Background: an optimization exercise with open tools, aiming at small area, a short achievable clock period and few clock cycles. Do not read the settings as production practice. Where RTL was checked, it was by simulation tests only, not by an equivalence proof against the original. Power and IR drop assume default switching activity.

== the reference run ==
==> module simplecpu, before the edit <==
module simplecpu (
	input  logic        rst,
	input  logic        clk,
	output logic [9:0]  pc,
	input  logic [15:0] inst,
	output logic [7:0]  d_addr,
	output logic        d_wr,
	output logic [15:0] d_wdata,
	input  logic [15:0] d_rdata,
	output logic        halted);
	logic [9:0]   pc_q;
	logic         f_halt;             
	logic [255:0] regs;               
	logic [15:0]  valid;              
	logic [15:0]  nz;                 
	logic         r_we, r_st, r_halt;
	logic         r_mem, r_not, r_sub, r_dsel, r_loc;
	logic         r_afwd, r_bfwd;     
	logic [3:0]   r_wa;
	logic [15:0]  r_psel, r_qsel;     
	logic [7:0]   r_d;                
	logic         x_we, x_st, x_halt, x_cin;
	logic [3:0]   x_wa;
	logic [15:0]  x_a, x_b;
	logic [15:0]  sum;                
	logic         sum_zero;
	logic [3:0]  op, ra, pa;
	logic [7:0]  d;
	logic        is_jmp, is_jmz, is_halt, is_mem, is_st, is_dsel, is_azero, writes;
	logic        r_hit, x_hit, z_ra, stall, taken, hold, f_ok;
	logic [9:0]  pc_inc, pc_jmp;
	assign op = inst[15:12];
	assign ra = inst[11:8];
	assign d  = inst[7:0];
	assign is_halt  = op[3];
	assign is_jmp   = (op == 4'h7);
	assign is_jmz   = (op == 4'h5);
	assign is_st    = (op[2:0] == 3'h1);
	assign is_mem   = (op[2:0] == 3'h0) | (op[2:0] == 3'h6);                  
	assign is_dsel  = (op[2:0] == 3'h3) | is_st;                             
	assign is_azero = (op[2:0] == 3'h3) | is_mem;                            
	assign writes   = is_mem | (op[2:0] == 3'h2) | (op[2:0] == 3'h3) | (op[2:0] == 3'h4);
	assign pa       = is_st ? ra : inst[7:4];
	assign r_hit = r_we & (r_wa == ra);
	assign x_hit = x_we & (x_wa == ra);
	assign z_ra  = r_hit ? (r_d == 8'h00) : x_hit ? sum_zero : ~nz[ra];
	assign stall = (is_jmz & r_hit & ~r_loc) | (is_mem & r_st);
	assign taken = is_jmp | (is_jmz & z_ra);
	assign hold  = f_halt | is_halt | stall;
	assign f_ok  = ~f_halt & ~is_halt & ~stall;
	pcadd pcadd (.pc(pc_q), .d(d), .pc_inc(pc_inc), .pc_jmp(pc_jmp));
	always_ff @(posedge clk) begin
		if (rst) begin
			pc_q   <= '0;
			f_halt <= 1'b0;
		end else begin
			if (~hold) pc_q <= taken ? pc_jmp : pc_inc;
			if (is_halt) f_halt <= 1'b1;
		end
	end
	logic [15:0] valid_nxt;
	assign valid_nxt = valid | ({15'h0000, x_we} << x_wa);
	always_ff @(posedge clk) begin
		if (rst) begin
			r_we   <= 1'b0;
			r_st   <= 1'b0;
			r_halt <= 1'b0;
		end else begin
			r_we   <= f_ok & ~op[3] & writes;
			r_st   <= f_ok & (op == 4'h1);
			r_halt <= f_halt | is_halt;
		end
	end
	always_ff @(posedge clk) begin
		r_mem   <= is_mem;
		r_not   <= (op[2:0] == 3'h6);
		r_sub   <= (op[2:0] == 3'h4);
		r_loc   <= (op[2:0] == 3'h3);
		r_dsel  <= is_dsel;
		r_psel  <= is_azero ? 16'h0000 : (valid_nxt & (16'h0001 << pa));
		r_qsel  <= valid_nxt & (16'h0001 << inst[3:0]);
		r_wa    <= ra;
		r_d     <= d;
		r_afwd  <= r_we & (r_wa == pa) & ~is_azero;
		r_bfwd  <= r_we & (r_wa == inst[3:0]) & ~is_dsel & ~is_mem;
	end
	logic [7:0] d_addr_q;
	always_ff @(posedge clk)
		d_addr_q <= (r_st & ~rst) ? r_d : d;
	logic [15:0] p_rd, q_rd, a_nxt, b_nxt, b_rd;
	rdmux pmux (.regs(regs), .sel(r_psel), .o(p_rd));
	rdmux qmux (.regs(regs), .sel(r_qsel), .o(q_rd));
	assign b_rd = r_mem  ? ({16{r_not}} ^ d_rdata) :
	              r_dsel ? {8'h00, r_d} : ({16{r_sub}} ^ q_rd);
	mux16 amux (.s(r_afwd), .a(sum), .b(p_rd), .o(a_nxt));
	mux16 bmux (.s(r_bfwd), .a(sum ^ {16{r_sub}}), .b(b_rd), .o(b_nxt));
	always_ff @(posedge clk) begin
		if (rst) begin
			x_we   <= 1'b0;
			x_st   <= 1'b0;
			x_halt <= 1'b0;
		end else begin
			x_we   <= r_we;
			x_st   <= r_st;
			x_halt <= r_halt;
		end
	end
	always_ff @(posedge clk) begin
		x_cin <= r_sub | r_not;
		x_wa  <= r_wa;
		x_a   <= a_nxt;
		x_b   <= b_nxt;
	end
	addsub16 alu (.a(x_a), .bb(x_b), .sub(x_cin), .s(sum), .zero(sum_zero));
	always_ff @(posedge clk) begin
		if (rst) begin
			valid <= '0;
			nz    <= '0;
		end else if (x_we) begin
			valid[x_wa] <= 1'b1;
			nz[x_wa]    <= ~sum_zero;
		end
	end
	genvar g;
	generate
		for (g = 0; g < 16; g = g + 1) begin : rf
			always_ff @(posedge clk)
				if (x_we && x_wa == g) regs[16*g +: 16] <= sum;
		end
	endgenerate
	assign pc      = pc_q;
	assign d_addr  = d_addr_q;
	assign d_wr    = x_st;
	assign d_wdata = x_a;
	assign halted  = x_halt;
endmodule
export LEC_CHECK = 0
export CAP_MARGIN = 20
export CORE_MARGIN = 2
export CORE_UTILIZATION = 40
export PLACE_DENSITY = 0.6
export SETUP_SLACK_MARGIN = 4.1
export SLEW_MARGIN = 20
export SYNTH_HIERARCHICAL = 1
create_clock -name core_clock -period 7.0 [get_ports {clk}]
standard.sh (not shown) runs the stock make flow with config.mk's settings and CLKGATE_MAP_FILE= SYNTH_SCRIPT=/design/flow/synth_recipe.tcl, a recipe that flattens the netlist after the stock synthesis.
==> flow/flow/run.sh <==
#!/bin/bash
# Standard ORFS layout (the standard.sh, synthesis unchanged), except that the
# input/output port buffers are sky130_fd_sc_hd__buf_2 cells instead of the default
# pick (a slow delay buffer). ORFS keeps each step's log under orfs/logs/; make's
# own output goes to standard.log here.
set -euo pipefail
bash standard.sh "BUFFER_PORTS_ARGS=-buffer_cell sky130_fd_sc_hd__buf_2" finish > standard.log 2>&1
The reference run completed; timing, DRC and antenna clean
## Diff of input files: the trial run against the reference run
diff --git a/flow/design.v b/flow/design.v
--- a/flow/design.v
+++ b/flow/design.v
@@ -182,9 +182,6 @@
 		r_afwd  <= r_we & (r_wa == pa) & ~is_azero;
 		r_bfwd  <= r_we & (r_wa == inst[3:0]) & ~is_dsel & ~is_mem;
 	end
-	logic [7:0] d_addr_q;
-	always_ff @(posedge clk)
-		d_addr_q <= (r_st & ~rst) ? r_d : d;
 	logic [15:0] p_rd, q_rd, a_nxt, b_nxt, b_rd;
 	rdmux pmux (.regs(regs), .sel(r_psel), .o(p_rd));
 	rdmux qmux (.regs(regs), .sel(r_qsel), .o(q_rd));
@@ -227,7 +224,7 @@
 		end
 	endgenerate
 	assign pc      = pc_q;
-	assign d_addr  = d_addr_q;
+	assign d_addr  = x_st ? x_b[7:0] : r_d;
 	assign d_wr    = x_st;
 	assign d_wdata = x_a;
 	assign halted  = x_halt;
## What came out
- [compare] base=the reference run new=the trial run: fraction of the cycle the final worst path needs moved down; met1 track demand over resource in global routing now sits lower; chip height decreased 1.3 um; detailed route wirelength on metal2 went up about 1.6%.
- [compare] base=the reference run new=the trial run: fraction of area in clock buffers and inverters dropped 0.18 points; critical path arrival dropped 1.86 ns.
- Compared to the reference run, the trial run shows a wider setup margin.
- | number of instances resized during post-cts repair | lower: the trial run |
- The reference run reports its capturing instance or port of the critical path as pc_q[8] while the trial run reports d_addr[4].
- Clock power sits lower in the trial run than in the reference run.
- The reference run consumes more power than the trial run.
- Delta(part of the total power dissipated in sequential elements, the trial run - the reference run) > 0
- The reference run has higher combinational power than the trial run.
- The critical setup path kind comes out in2reg in one run and reg2out in the other, namely in the reference run and the trial run respectively.
Testbench counts of the trial run, summed over its fixed seeds: cycles 74,821.
The RTL of the reference run was laid out without a check of its function.

Setup of main:
RTL: one of the versions met above, not the one the previous note started from.
Size: about 70 I/O pins, roughly 18000 um2 of cells after synthesis.
==> module pcadd, before the edit <==
module pcadd (
	input  logic [9:0] pc,
	input  logic [7:0] d,
	output logic [9:0] pc_inc,
	output logic [9:0] pc_jmp);
	assign pc_inc = pc + 10'd1;
	assign pc_jmp = pc + {2'b00, d};
endmodule
==> module simplecpu, before the edit <==
module simplecpu (
	input  logic        rst,
	input  logic        clk,
	output logic [9:0]  pc,
	input  logic [15:0] inst,
	output logic [7:0]  d_addr,
	output logic        d_wr,
	output logic [15:0] d_wdata,
	input  logic [15:0] d_rdata,
	output logic        halted);
	logic [9:0]   pc_q;
	logic         f_halt;             
	logic [255:0] regs;               
	logic [15:0]  valid;              
	logic [15:0]  nz;                 
	logic         r_we, r_st, r_halt;
	logic         r_mem, r_not, r_sub, r_dsel, r_loc;
	logic         r_afwd, r_bfwd;     
	logic [3:0]   r_wa;
	logic [15:0]  r_psel, r_qsel;     
	logic [7:0]   r_d;                
	logic         x_we, x_st, x_halt, x_cin;
	logic [3:0]   x_wa;
	logic [15:0]  x_a, x_b;
	logic [15:0]  sum;                
	logic         sum_zero;
	logic [3:0]  op, ra, pa;
	logic [7:0]  d;
	logic        is_jmp, is_jmz, is_halt, is_mem, is_st, is_dsel, is_azero, writes;
	logic        r_hit, x_hit, z_ra, stall, taken, hold, f_ok;
	logic [9:0]  pc_inc, pc_jmp;
	assign op = inst[15:12];
	assign ra = inst[11:8];
	assign d  = inst[7:0];
	assign is_halt  = op[3];
	assign is_jmp   = (op == 4'h7);
	assign is_jmz   = (op == 4'h5);
	assign is_st    = (op[2:0] == 3'h1);
	assign is_mem   = (op[2:0] == 3'h0) | (op[2:0] == 3'h6);                  
	assign is_dsel  = (op[2:0] == 3'h3) | is_st;                             
	assign is_azero = (op[2:0] == 3'h3) | is_mem;                            
	assign writes   = is_mem | (op[2:0] == 3'h2) | (op[2:0] == 3'h3) | (op[2:0] == 3'h4);
	assign pa       = is_st ? ra : inst[7:4];
	assign r_hit = r_we & (r_wa == ra);
	assign x_hit = x_we & (x_wa == ra);
	assign z_ra  = r_hit ? (r_d == 8'h00) : x_hit ? sum_zero : ~nz[ra];
	assign stall = (is_jmz & r_hit & ~r_loc) | (is_mem & r_st);
	assign taken = is_jmp | (is_jmz & z_ra);
	assign hold  = f_halt | is_halt | stall;
	assign f_ok  = ~f_halt & ~is_halt & ~stall;
	pcadd pcadd (.pc(pc_q), .d(d), .pc_inc(pc_inc), .pc_jmp(pc_jmp));
	always_ff @(posedge clk) begin
		if (rst) begin
			pc_q   <= '0;
			f_halt <= 1'b0;
		end else begin
			if (~hold) pc_q <= taken ? pc_jmp : pc_inc;
			if (is_halt) f_halt <= 1'b1;
		end
	end
	logic [15:0] valid_nxt;
	assign valid_nxt = valid | ({15'h0000, x_we} << x_wa);
	always_ff @(posedge clk) begin
		if (rst) begin
			r_we   <= 1'b0;
			r_st   <= 1'b0;
			r_halt <= 1'b0;
		end else begin
			r_we   <= f_ok & ~op[3] & writes;
			r_st   <= f_ok & (op == 4'h1);
			r_halt <= f_halt | is_halt;
		end
	end
	always_ff @(posedge clk) begin
		r_mem   <= is_mem;
		r_not   <= (op[2:0] == 3'h6);
		r_sub   <= (op[2:0] == 3'h4);
		r_loc   <= (op[2:0] == 3'h3);
		r_dsel  <= is_dsel;
		r_psel  <= is_azero ? 16'h0000 : (valid_nxt & (16'h0001 << pa));
		r_qsel  <= valid_nxt & (16'h0001 << inst[3:0]);
		r_wa    <= ra;
		r_d     <= d;
		r_afwd  <= r_we & (r_wa == pa) & ~is_azero;
		r_bfwd  <= r_we & (r_wa == inst[3:0]) & ~is_dsel & ~is_mem;
	end
	logic [15:0] p_rd, q_rd, a_nxt, b_nxt, b_rd;
	rdmux pmux (.regs(regs), .sel(r_psel), .o(p_rd));
	rdmux qmux (.regs(regs), .sel(r_qsel), .o(q_rd));
	assign b_rd = r_mem  ? ({16{r_not}} ^ d_rdata) :
	              r_dsel ? {8'h00, r_d} : ({16{r_sub}} ^ q_rd);
	mux16 amux (.s(r_afwd), .a(sum), .b(p_rd), .o(a_nxt));
	mux16 bmux (.s(r_bfwd), .a(sum ^ {16{r_sub}}), .b(b_rd), .o(b_nxt));
	always_ff @(posedge clk) begin
		if (rst) begin
			x_we   <= 1'b0;
			x_st   <= 1'b0;
			x_halt <= 1'b0;
		end else begin
			x_we   <= r_we;
			x_st   <= r_st;
			x_halt <= r_halt;
		end
	end
	always_ff @(posedge clk) begin
		x_cin <= r_sub | r_not;
		x_wa  <= r_wa;
		x_a   <= a_nxt;
		x_b   <= b_nxt;
	end
	addsub16 alu (.a(x_a), .bb(x_b), .sub(x_cin), .s(sum), .zero(sum_zero));
	always_ff @(posedge clk) begin
		if (rst) begin
			valid <= '0;
			nz    <= '0;
		end else if (x_we) begin
			valid[x_wa] <= 1'b1;
			nz[x_wa]    <= ~sum_zero;
		end
	end
	genvar g;
	generate
		for (g = 0; g < 16; g = g + 1) begin : rf
			always_ff @(posedge clk)
				if (x_we && x_wa == g) regs[16*g +: 16] <= sum;
		end
	endgenerate
	assign pc      = pc_q;
	assign d_addr  = x_st ? x_b[7:0] : r_d;
	assign d_wr    = x_st;
	assign d_wdata = x_a;
	assign halted  = x_halt;
endmodule
export LEC_CHECK = 0
export CAP_MARGIN = 20
export CORE_MARGIN = 2
export CORE_UTILIZATION = 40
export PLACE_DENSITY = 0.6
export SETUP_SLACK_MARGIN = 4.3
export SLEW_MARGIN = 20
export SYNTH_HIERARCHICAL = 1
create_clock -name core_clock -period 7.0 [get_ports {clk}]
Scripts as last shown in full above: flow/flow/run.sh
Testbench counts of main, summed over its fixed seeds: cycles 74,821.
For the feature branch, these inputs were changed with respect to main:
--- a/flow/design.v
+++ b/flow/design.v
@@ -60,14 +60,59 @@
 endmodule
 module pcadd (
 	input  logic [9:0] pc,
 	input  logic [7:0] d,
 	output logic [9:0] pc_inc,
 	output logic [9:0] pc_jmp);
+	logic [9:0] p, g, c;
 	assign pc_inc = pc + 10'd1;
-	assign pc_jmp = pc + {2'b00, d};
+	xor10 px (.a(pc), .b({2'b00, d}), .o(p));
+	and10 gx (.a(pc), .b({2'b00, d}), .o(g));
+	prefix10 pf (.p(p), .g(g), .c(c));
+	xor10 sx (.a(p), .b(c), .o(pc_jmp));
+endmodule
+module xor10 (input logic [9:0] a, input logic [9:0] b, output logic [9:0] o);
+	assign o = a ^ b;
+endmodule
+module and10 (input logic [9:0] a, input logic [9:0] b, output logic [9:0] o);
+	assign o = a & b;
+endmodule
+module prefix10 (
+	input  logic [9:0] p,
+	input  logic [9:0] g,
+	output logic [9:0] c);
+	logic [9:0] g1, p1, g2, p2, g3, p3, g4;
+	genvar i;
+	generate
+		for (i = 0; i < 10; i = i + 1) begin : pfx
+			if (i >= 1) begin
+				assign g1[i] = g[i] | (p[i] & g[i-1]);
+				assign p1[i] = p[i] & p[i-1];
+			end else begin
+				assign g1[i] = g[i];
+				assign p1[i] = p[i];
+			end
+			if (i >= 2) begin
+				assign g2[i] = g1[i] | (p1[i] & g1[i-2]);
+				assign p2[i] = p1[i] & p1[i-2];
+			end else begin
+				assign g2[i] = g1[i];
+				assign p2[i] = p1[i];
+			end
+			if (i >= 4) begin
+				assign g3[i] = g2[i] | (p2[i] & g2[i-4]);
+				assign p3[i] = p2[i] & p2[i-4];
+			end else begin
+				assign g3[i] = g2[i];
+				assign p3[i] = p2[i];
+			end
+			if (i >= 8) assign g4[i] = g3[i] | (p3[i] & g3[i-8]);
+			else        assign g4[i] = g3[i];
+		end
+	endgenerate
+	assign c = {g4[8:0], 1'b0};
 endmodule
 module neg16 (
 	input  logic [15:0] a,
 	output logic [15:0] n);
 	logic [15:0] lo;    
 	genvar i;
@@ -179,12 +224,15 @@
 		r_qsel  <= valid_nxt & (16'h0001 << inst[3:0]);
 		r_wa    <= ra;
 		r_d     <= d;
 		r_afwd  <= r_we & (r_wa == pa) & ~is_azero;
 		r_bfwd  <= r_we & (r_wa == inst[3:0]) & ~is_dsel & ~is_mem;
 	end
+	logic [7:0] d_addr_q;
+	always_ff @(posedge clk)
+		d_addr_q <= (r_st & ~rst) ? r_d : d;
 	logic [15:0] p_rd, q_rd, a_nxt, b_nxt, b_rd;
 	rdmux pmux (.regs(regs), .sel(r_psel), .o(p_rd));
 	rdmux qmux (.regs(regs), .sel(r_qsel), .o(q_rd));
 	assign b_rd = r_mem  ? ({16{r_not}} ^ d_rdata) :
 	              r_dsel ? {8'h00, r_d} : ({16{r_sub}} ^ q_rd);
 	mux16 amux (.s(r_afwd), .a(sum), .b(p_rd), .o(a_nxt));
@@ -221,11 +269,11 @@
 		for (g = 0; g < 16; g = g + 1) begin : rf
 			always_ff @(posedge clk)
 				if (x_we && x_wa == g) regs[16*g +: 16] <= sum;
 		end
 	endgenerate
 	assign pc      = pc_q;
-	assign d_addr  = x_st ? x_b[7:0] : r_d;
+	assign d_addr  = d_addr_q;
 	assign d_wr    = x_st;
 	assign d_wdata = x_a;
 	assign halted  = x_halt;
 endmodule
Results
- Diff main -> the feature branch | die area | up slightly
- As of the feature branch, cell area reported after detailed placement had risen slightly compared to main.
- From main to the feature branch the numbers moved as follows: maximum frequency now larger, critical path depth increased by 5 relative to the old numbers, number of nets in the finished design moved down, worst setup slack up 0.090 ns, routed length per placed instance dropped 2.6%.
- Lower number of inverters outside the clock class in the layout among main and the feature branch: main
- Run comparison: main slowest cell on the critical path dfxtp_4; the feature branch slowest cell on the critical path mux4_2
- The feature branch ended up with inst[9] as its launching element of the worst setup path; main ended up with x_st.
- Compared with main, the feature branch shows a lower first-pass GRT wire length.
- Relative to main, the final routed wirelength across all metal layers of the feature branch is lower by about 2.7%.
- From main to the feature branch the numbers moved as follows: part of the power in the clock network decreased 1.1 points, multi-input gate area in the final layout rose 40 um2, routed metal-1 wirelength now smaller, switching power share of the total saw little to no change.
No functional check of the RTL was part of the feature branch.

[afterwards: timing with drivers on the ports]
The results above use ideal ports. As a check the final layouts listed here were re-extracted and re-timed, cells and wires unchanged.
Step 1, drivers: a clkbuf_16 drives clk and a buf_2 each remaining input, both assumed.
Step 2 also shifts input and output timing later by t, the mid clock arrival at the registers, as if the neighbouring blocks saw the same clock.
Three values: ideal, step 1, step 2; two values: the first two.
run | t, ns | slack for setup (ns) | latest minus earliest clock arrival (ns) | worst register clock-pin slew, ns
the reference run | 0.599 | 4.130 / 4.156 / 3.557 | 0.022 / 0.022 | 0.07 / 0.07
the trial run | 0.591 | 4.145 / 4.090 / 3.694 | 0.011 / 0.011 | 0.07 / 0.07
main | 0.589 | 4.150 / 4.096 / 3.778 | 0.019 / 0.019 | 0.06 / 0.06
the feature branch | 0.592 | 4.240 / 4.199 / 3.642 | 0.011 / 0.012 | 0.07 / 0.07
After both steps setup and hold are still met in every run listed. The setup slack of the feature branch, which loses most, moves by -0.041 ns with the drivers and by -0.598 ns with both steps.
